Background: an optimization exercise with open tools, aiming at small area and a short achievable clock period. Do not read the settings as production practice.
The RTL was checked by simulation tests, not by an equivalence proof against the original design.
No activity file was given, so power comes from the tool's default toggle rates.

### run.sh
#!/bin/bash
# synth_recipe.tcl (not shown) runs the flow's synth.tcl, then flattens the netlist and writes it again
# the make line also repeats each setting of config.mk as NAME=value (left out here)
make -C /OpenROAD-flow-scripts/flow DESIGN_CONFIG=/design/flow/config.mk WORK_HOME=/design/flow/orfs CLKGATE_MAP_FILE= SYNTH_SCRIPT=/design/flow/synth_recipe.tcl finish
### constraint.sdc
create_clock -name core_clock -period 8.0 [get_ports {clock_i}]
set_input_delay 1.6000 -clock core_clock [delete_from_list [all_inputs] [get_ports {clock_i}]]
set_output_delay 1.6000 -clock core_clock [all_outputs]
set_load 0.01 [all_outputs]
### config.mk
export PLATFORM = sky130hd
export DESIGN_NAME = RegisterUnit
export DESIGN_NICKNAME = RegisterUnit
export VERILOG_FILES = /design/flow/design.v
export SDC_FILE = /design/flow/constraint.sdc
export NUM_CORES = 4
export LEC_CHECK = 0
export CAP_MARGIN = 20
export CORE_MARGIN = 2
export CORE_UTILIZATION = 30
export SLEW_MARGIN = 20
### design.v
`timescale 1ns / 1ps
module RegisterUnit(
   input wire clock_i, reset_i,
   input wire enableA_i, enableB_i,
	input wire pwriteA_i, preadA_i, sreadA_i, pwriteB_i, preadB_i, sreadB_i,
	input wire[1:0] functionTypeA_i, functionTypeB_i,
	input wire [6:0] opcodeA_i, opcodeB_i,
	input wire[4:0] primOperandA_i, primOperandB_i,
	input wire [15:0] secOperandA_i, secOperandB_i,
	input wire flushBack_i, 
	output reg enableA_o, enableB_o,
	output reg wbA_o, wbB_o, 
	output reg [6:0] opCodeA_o, opCodeB_o,
	output reg [4:0] regAddrA_o, regAddrB_o,
	output reg [15:0] primOperandA_o, primOperandB_o, 
	output reg [15:0] secOperandA_o, secOperandB_o,
	output reg [1:0] functionTypeA_o, functionTypeB_o,
	output reg [1:0] operationStatusA_o, operationStatusB_o,
	input wire wbA_i, wbB_i,
	input wire [4:0] wbAddrA_i, wbAddrB_i,
	input wire [15:0] wbValA_i, wbVAlB_i,
	input wire [1:0] operationStatusA_i, operationStatusB_i
    );
	parameter NUM_REGISTERS_PER_BANK = 32, NUM_REG_BANKS = 1;
	reg [15:0] regFile [(NUM_REGISTERS_PER_BANK * NUM_REG_BANKS)-1:0]; 
	reg [1:0] operationStatusA, operationStatusB; 
	reg [5:0] bankSelect;
	integer i;	
	reg enableA_ib, enableB_ib;
	reg pwriteA_ib, preadA_ib, sreadA_ib, pwriteB_ib, preadB_ib, sreadB_ib;
	reg [1:0] functionTypeA_ib, functionTypeB_ib;
	reg [6:0] opcodeA_ib, opcodeB_ib;
	reg [4:0] primOperandA_ib, primOperandB_ib;
	reg [15:0] secOperandA_ib, secOperandB_ib;
	reg wbA_ib, wbB_ib;
	reg [4:0] wbAddrA_ib, wbAddrB_ib;
	reg [15:0] wbValA_ib, wbVAlB_ib;
	reg [1:0] operationStatusA_ib, operationStatusB_ib;
	reg enableA_ob, enableB_ob;
	reg wbA_ob, wbB_ob;
	reg [6:0] opCodeA_ob, opCodeB_ob;
	reg [4:0] regAddrA_ob, regAddrB_ob;
	reg [15:0] primOperandA_ob, primOperandB_ob;
	reg [15:0] secOperandA_ob, secOperandB_ob;
	reg [1:0] functionTypeA_ob, functionTypeB_ob;
	always @(posedge clock_i)
	begin
		enableA_ib <= enableA_i; enableB_ib <= enableB_i;
		pwriteA_ib <= pwriteA_i; preadA_ib <= preadA_i; sreadA_ib <= sreadA_i; pwriteB_ib <= pwriteB_i; preadB_ib <= preadB_i; sreadB_ib <= sreadB_i;
		functionTypeA_ib <= functionTypeA_i; functionTypeB_ib <= functionTypeB_i;
		opcodeA_ib <= opcodeA_i; opcodeB_ib <= opcodeB_i;
		primOperandA_ib <= primOperandA_i; primOperandB_ib <= primOperandB_i;
		secOperandA_ib <= secOperandA_i; secOperandB_ib <= secOperandB_i;
		wbA_ib <= wbA_i; wbB_ib <= wbB_i;
		wbAddrA_ib <= wbAddrA_i; wbAddrB_ib <= wbAddrB_i;		
		wbValA_ib <= wbValA_i; wbVAlB_ib <= wbVAlB_i;
		operationStatusA_ib <= operationStatusA_i; operationStatusB_ib <= operationStatusB_i;
		if(reset_i == 1)
		begin
			bankSelect <= 0;
			for(i = 0; i < NUM_REGISTERS_PER_BANK * NUM_REG_BANKS; i = i + 1)
				regFile[i] <= 0;
		end
		if(wbA_ib) 
		begin
			regFile[wbAddrA_ib + (bankSelect * NUM_REGISTERS_PER_BANK)] <= wbValA_ib;
			operationStatusA <= operationStatusA_ib;
		end
		if(enableA_ib == 1) 
		begin
			if(functionTypeA_ib == 3 && opcodeA_ib == 20) 
			begin
				bankSelect <= bankSelect + 1; 
				enableA_ob <= 0; 
			end
			else if(functionTypeA_ib == 3 && opcodeA_ib == 21) 
			begin
				bankSelect <= bankSelect - 1; 
				enableA_ob <= 0; 
			end
			else if(functionTypeA_ib == 3 && opcodeA_ib == 24) 
			begin
				bankSelect <= secOperandA_ib;
				enableA_ob <= 0; 
			end
			else if(functionTypeA_ib == 1 && (opcodeA_ib == 10 || opcodeA_ib == 0) && pwriteA_ib)
			begin
				if(sreadA_ib) 
					regFile[primOperandA_ib + (bankSelect * NUM_REGISTERS_PER_BANK)] <= regFile[secOperandA_ib + (bankSelect * NUM_REGISTERS_PER_BANK)];
				else
					regFile[primOperandA_ib + (bankSelect * NUM_REGISTERS_PER_BANK)] <= secOperandA_ib;
				enableA_ob <= 0; 
			end
			else
			begin		
				if(preadA_ib) 
					primOperandA_ob <= regFile[primOperandA_ib + (bankSelect * NUM_REGISTERS_PER_BANK)];
				if(sreadA_ib) 
					secOperandA_ob <= regFile[secOperandA_ib + (bankSelect * NUM_REGISTERS_PER_BANK)];
				else if(sreadA_ib == 0) 
					secOperandA_ob <= secOperandA_ib;
				enableA_ob <= 1;
			end
		end
		if(wbB_ib) 
			regFile[wbAddrB_ib + (bankSelect * NUM_REGISTERS_PER_BANK)] <= wbVAlB_ib;
			operationStatusB <= operationStatusB_ib;
		if(enableB_ib == 1) 
		begin
			if(functionTypeB_ib == 3 && opcodeB_ib == 20) 
			begin
				bankSelect <= bankSelect + 1; 
				enableB_ob <= 0; 
			end
			else if(functionTypeB_ib == 3 && opcodeB_ib == 21) 
			begin
				bankSelect <= bankSelect - 1; 
				enableB_ob <= 0; 
			end
			else if(functionTypeB_ib == 3 && opcodeB_ib == 24) 
			begin
				bankSelect <= secOperandB_ib;
				enableB_ob <= 0; 
			end
			else if(functionTypeB_ib == 1 && (opcodeB_ib == 10 || opcodeB_ib == 0) && pwriteB_ib)
			begin
				if(sreadB_ib) 
					regFile[primOperandB_ib + (bankSelect * NUM_REGISTERS_PER_BANK)] <= regFile[secOperandB_ib + (bankSelect * NUM_REGISTERS_PER_BANK)];
				else
					regFile[primOperandB_ib + (bankSelect * NUM_REGISTERS_PER_BANK)] <= secOperandB_ib;
				enableB_ob <= 0; 
			end
			else
			begin		
				if(preadB_ib) 
					primOperandB_ob <= regFile[primOperandB_ib + (bankSelect * NUM_REGISTERS_PER_BANK)];
				if(sreadB_ib) 
					secOperandB_ob <= regFile[secOperandB_ib + (bankSelect * NUM_REGISTERS_PER_BANK)];
				else if(sreadB_ib == 0) 
					secOperandB_ob <= secOperandB_ib;
				enableB_ob <= 1;
			end			
		end
		wbA_ob <= pwriteA_ib; wbB_ob <= pwriteB_ib;
		opCodeA_ob <= opcodeA_ib; opCodeB_ob <= opcodeB_ib;	
		regAddrA_ob <= primOperandA_ib; regAddrB_ob <= primOperandB_ib;
		functionTypeA_ob <= functionTypeA_ib; functionTypeB_ob <= functionTypeB_ib;	
		enableA_o <= enableA_ob; enableB_o <= enableB_ob;
		wbA_o <= wbA_ob; wbB_o <= wbB_ob;
		opCodeA_o <= opCodeA_ob; opCodeB_o <= opCodeB_ob;
		regAddrA_o <= regAddrA_ob; regAddrB_o <= regAddrB_ob;
		primOperandA_o <= primOperandA_ob; primOperandB_o <= primOperandB_ob;
		secOperandA_o <= secOperandA_ob; secOperandB_o <= secOperandB_ob;
		functionTypeA_o <= functionTypeA_ob; functionTypeB_o <= functionTypeB_ob;
		operationStatusA_o <= operationStatusA; operationStatusB_o <= operationStatusB;
	end
endmodule
==> run notes <==
Port Buffer Count 217; min-delay src opCodeA_ob[1]; fin crit period 5080 ps; RSZ-0062 raised after global routing false; Seq/Total Area, Yosys 38.7%; Critical path origin secOperandB_ib[1]; DRC viols 0; sequential power share 42.0%; Die Area 196000 um2; Post-DRT Antenna Nets 0; post-synthesis cell count 5349; crit path DAT 5510 ps; clk latency of the worst-skew pair 820 ps; Internal 8.29 mW; # resized after CTS 0; Hold Crit Class register to register; Worst-Margin Slew 1270 ps; crit path kind register to register; switching power 3.93 mW; slowest CP cell a311oi_1; top cells by area, synth edfxtp_1 30%, mux4_2 17%, dfxtp_1 8.6%, a221o_1 4.7%, o22ai_1 3.6%; Synth Register Bits 828; Worst Setup End Kind register; P per Cell Area 186 nW/um2; num rows 161; Final Hold Viols 0; die height 443 um; ys async rst share 0%; Mapped Area 57800 um2; setup TNS 0 ps; htree depth 3; GR Layer Usage met1 39.3%; worst-path maximum fanout 30; layout cells sized above 1 21.2%; area leader, netlist edfxtp_1; status complete, no violations; clock share of power 41.0%; Final Instance Area 65900 um2; Final period util 63.5%; Area growth, synth to finish 13.9%; Setup crit end regFile[2][8]; CTS tree yes; Clock Pin Slew Worst Setup and Hold Paths 60 ps; delay of the slowest critical-path stage 940 ps; CP Cell Sequence buf_4 > mux4_2 > mux2i_1 > o22ai_1 > a311oi_1 > a21o_1 > a2bb2oi_1 > nand3_1; WP data required 8430 ps; max_slew headroom 15.1%; Worst Skew 57.7 ps; total power 12.2 mW; post-CTS setup buffers 0; antenna violations before repair 22; total of max-cap violations 0; first-pass GRT wire length 441000 um; met3 usage 11.1%; Max rail drop VDD 0.165 mV; hold slack 321 ps; Synth Flop Type edfxtp_1; GRT Resource Usage Total 32.1%; vias after detailed routing 57700; root buffer cell clkbuf_16; startpoint type of the worst setup path register; Setup Viol. Count Final 0; DP Area 62200 um2; hold buffers post-CTS 0; Post-Syn Nets 5468; I/O pins 219; CTS sink count 828; Critical R2R Launch secOperandB_ib[1]; final core utilization 34.3%; Sw Ratio 32.2%; Clock Path Buffers 3; grt ovf 0; largest net degree at the start of global routing 80; vias in the first global route 52100; Slew Viols, Final 0; Via-to-Cell Ratio 7.38; EDFF count, synth 580; Logic pwr share 17.1%; die width 443 um; Num CTS Buffers 103; Routed WL 327000 um; routing usage on met2 45.5%; Worst R2R End regFile[2][8]; Placer Congestion 1.13; reg2reg path depth 8; Pre-antenna DRT Iters 14; dpl hpwl 237000 um; 1st-iter DRT viols 12700; Yosys warnings 1; Initial Utilization 30.1%; WL per Instance 41.8 um; core area 192000 um2; Final nets 5308; reg2reg setup slack 2920 ps; global routing's busiest layer met2; Leak Pwr 22.1 nW; fillers 19000; Achievable Freq 0.197 GHz; Syn Area/Cell 10.8 um2; Yosys top cell area share 30.1%; Netlist cell types 90
sequential cells by signal (all words and copies together), names as in the netlist, 7 cells and up:
signal and flops:
regFile 512, primOperandA_o 16, primOperandA_ob 16, primOperandB_o 16, primOperandB_ob 16, secOperandA_ib 16, secOperandA_o 16, secOperandA_ob 16
secOperandB_ib 16, secOperandB_o 16, secOperandB_ob 16, wbVAlB_ib 16, wbValA_ib 16, opCodeA_o 7, opCodeA_ob 7, opCodeB_o 7
opCodeB_ob 7, opcodeA_ib 7, opcodeB_ib 7
cell usage in the layout (no fill, tap or decap), drive strengths merged, types with 10 or more instances in the layout:
cell           Yosys  final
or3               14     14
nand2            265    265
clkdlybuf4s50      0    217
a221o            273    273
a311oi            19     19
nor2             332    332
o32ai             41     41
o31a              19     19
and2              71     71
a22o              32     32
o21ai            340    340
or2               14     14
mux4             449    449
or4               32     32
a21o              64     64
a2bb2oi           12     12
o211ai            46     46
a22oi            152    152
nand3b            10     10
mux2              62     62
nand3             51     51
clkinv             0     32
nor3             150    150
o31ai             34     34
inv               15     37
a221oi           196    196
edfxtp           580    580
o22ai            336    336
a211oi            76     76
dfxtp            248    248
diode              0     13
a21oi            361    361
clkbuf           468    134
mux2i            152    152
and3              18     18
nand4             38     38
o221ai            15     15
buf              253    239
through the flow:
stage          cells  setup WS, ps
3_5_place_dp    7607          3110
2_1_floorplan   5349          5130
6_report        7818          2920
5_1_grt         7807          2990
3_3_place_gp    7606          3080
4_1_cts         7802          3090
kinds of logic (layout without fill, tap and decap cells):
logic type	after synthesis	count (layout)	share of synthesized area, %
multiplexers	663	663	21.3
AO/OA/AOI/OAI	2078	2078	25.6
XOR/XNOR	2	2	0.0303
AND/OR/NAND/NOR	1042	1042	8.80
buffers and inverters	736	666	5.56
other	0	13	0
flip-flops	828	828	38.7
worst max-delay path: cells and delay by family (launching register included):
family	cells	cell delay, ps
AOI/OAI and AO/OA	4	2100
muxes	2	910
DFF	1	720
buffers and inverters	1	620
and+or+nand+nor	1	330
layout make-up:
class	count	area, um2	area share (%)
clock buffer	134	2960	4.49
inverter	15	56.3	0.0855
antenna	13	32.5	0.0494
sequential	828	22400	34.1
tap	2526	3160	4.80
clock inverter	61	583	0.885
multi-input combinational	3785	32600	49.5
timing repair buffer	456	4040	6.14
synthesized netlist by cell type, types with 11 or more instances:
cell	instances
nand3_1	51
o21ai_0	333
buf_2	169
a21o_1	64
and3_1	18
or4_1	32
a221oi_2	11
and2_1	69
clkbuf_1	467
nand4_1	37
mux2i_1	152
nor3_2	28
nor3_1	121
a2bb2oi_1	12
or3_1	14
dfxtp_1	248
nor2_1	329
o32ai_1	41
o31a_1	19
nand2_1	265
o211ai_1	46
a22oi_1	151
a221o_1	273
o31ai_1	33
a221oi_1	185
a22o_1	32
inv_1	12
a211oi_1	75
mux2_2	62
mux4_2	449
o22ai_1	336
buf_6	13
buf_1	33
edfxtp_1	580
buf_4	38
or2_2	14
a311oi_1	17
a21oi_1	360
power groups by stage:
stage | clock [mW] | combinational [mW] | sequential, mW
3_3_place_gp | 0 | 1.95 | 5.19
2_1_floorplan | 0 | 1.16 | 5.01
4_1_cts | 5.03 | 1.97 | 5.11
3_5_place_dp | 0 | 1.96 | 5.20
6_report | 5.01 | 2.08 | 5.13
5_1_grt | 5.18 | 2.08 | 5.13
routing by layer:
metal  share of wire (%)  routed length [um]  vias up
met3                  15               49600     1545
met2                  40              132000     6285
met4                  11               34600       16
met5               0.053                 173        -
li1                    -                   -    21800
met1                  34              111000    28000
worst min path at each step:
stage | cells after the start | to | slack, ps
6_report | 0 | opCodeA_o[1] | 320
5_1_grt | 0 | opCodeA_o[4] | 330
4_1_cts | 0 | opCodeA_o[1] | 320
3_5_place_dp | 0 | regAddrA_o[1] | 310
3_3_place_gp | 0 | opCodeA_o[1] | 310
2_1_floorplan | 0 | functionTypeA_o[0] | 310

## static timing again, ports no longer ideal
In the flow no input, the clock included, has a driving cell. The finished layout below was timed again as built, in two steps.
Step 1: set_driving_cell puts a clkbuf_16 on clock_i and a buf_2 on each other input, an assumption about the parent block.
Step 2, shift: input delay + t, output delay - t, t = (earliest + latest rising clock arrival at the registers) / 2. This alone moves slack from input paths to output paths.
Three values: ideal, step 1, step 2; two values: the first two.
t, ns: 0.884
setup slack, ns: 2.920 / 2.920 / 2.920
hold WS [ns]: 0.321 / 0.321 / 0.321
clock arrival spread, ns: 0.058 / 0.058
worst slew at a driven data input, ns: 0.14
After both steps setup and hold are still met in this run. The setup slack of this run moves by 0.000 ns with the drivers and by 0.000 ns with both steps.
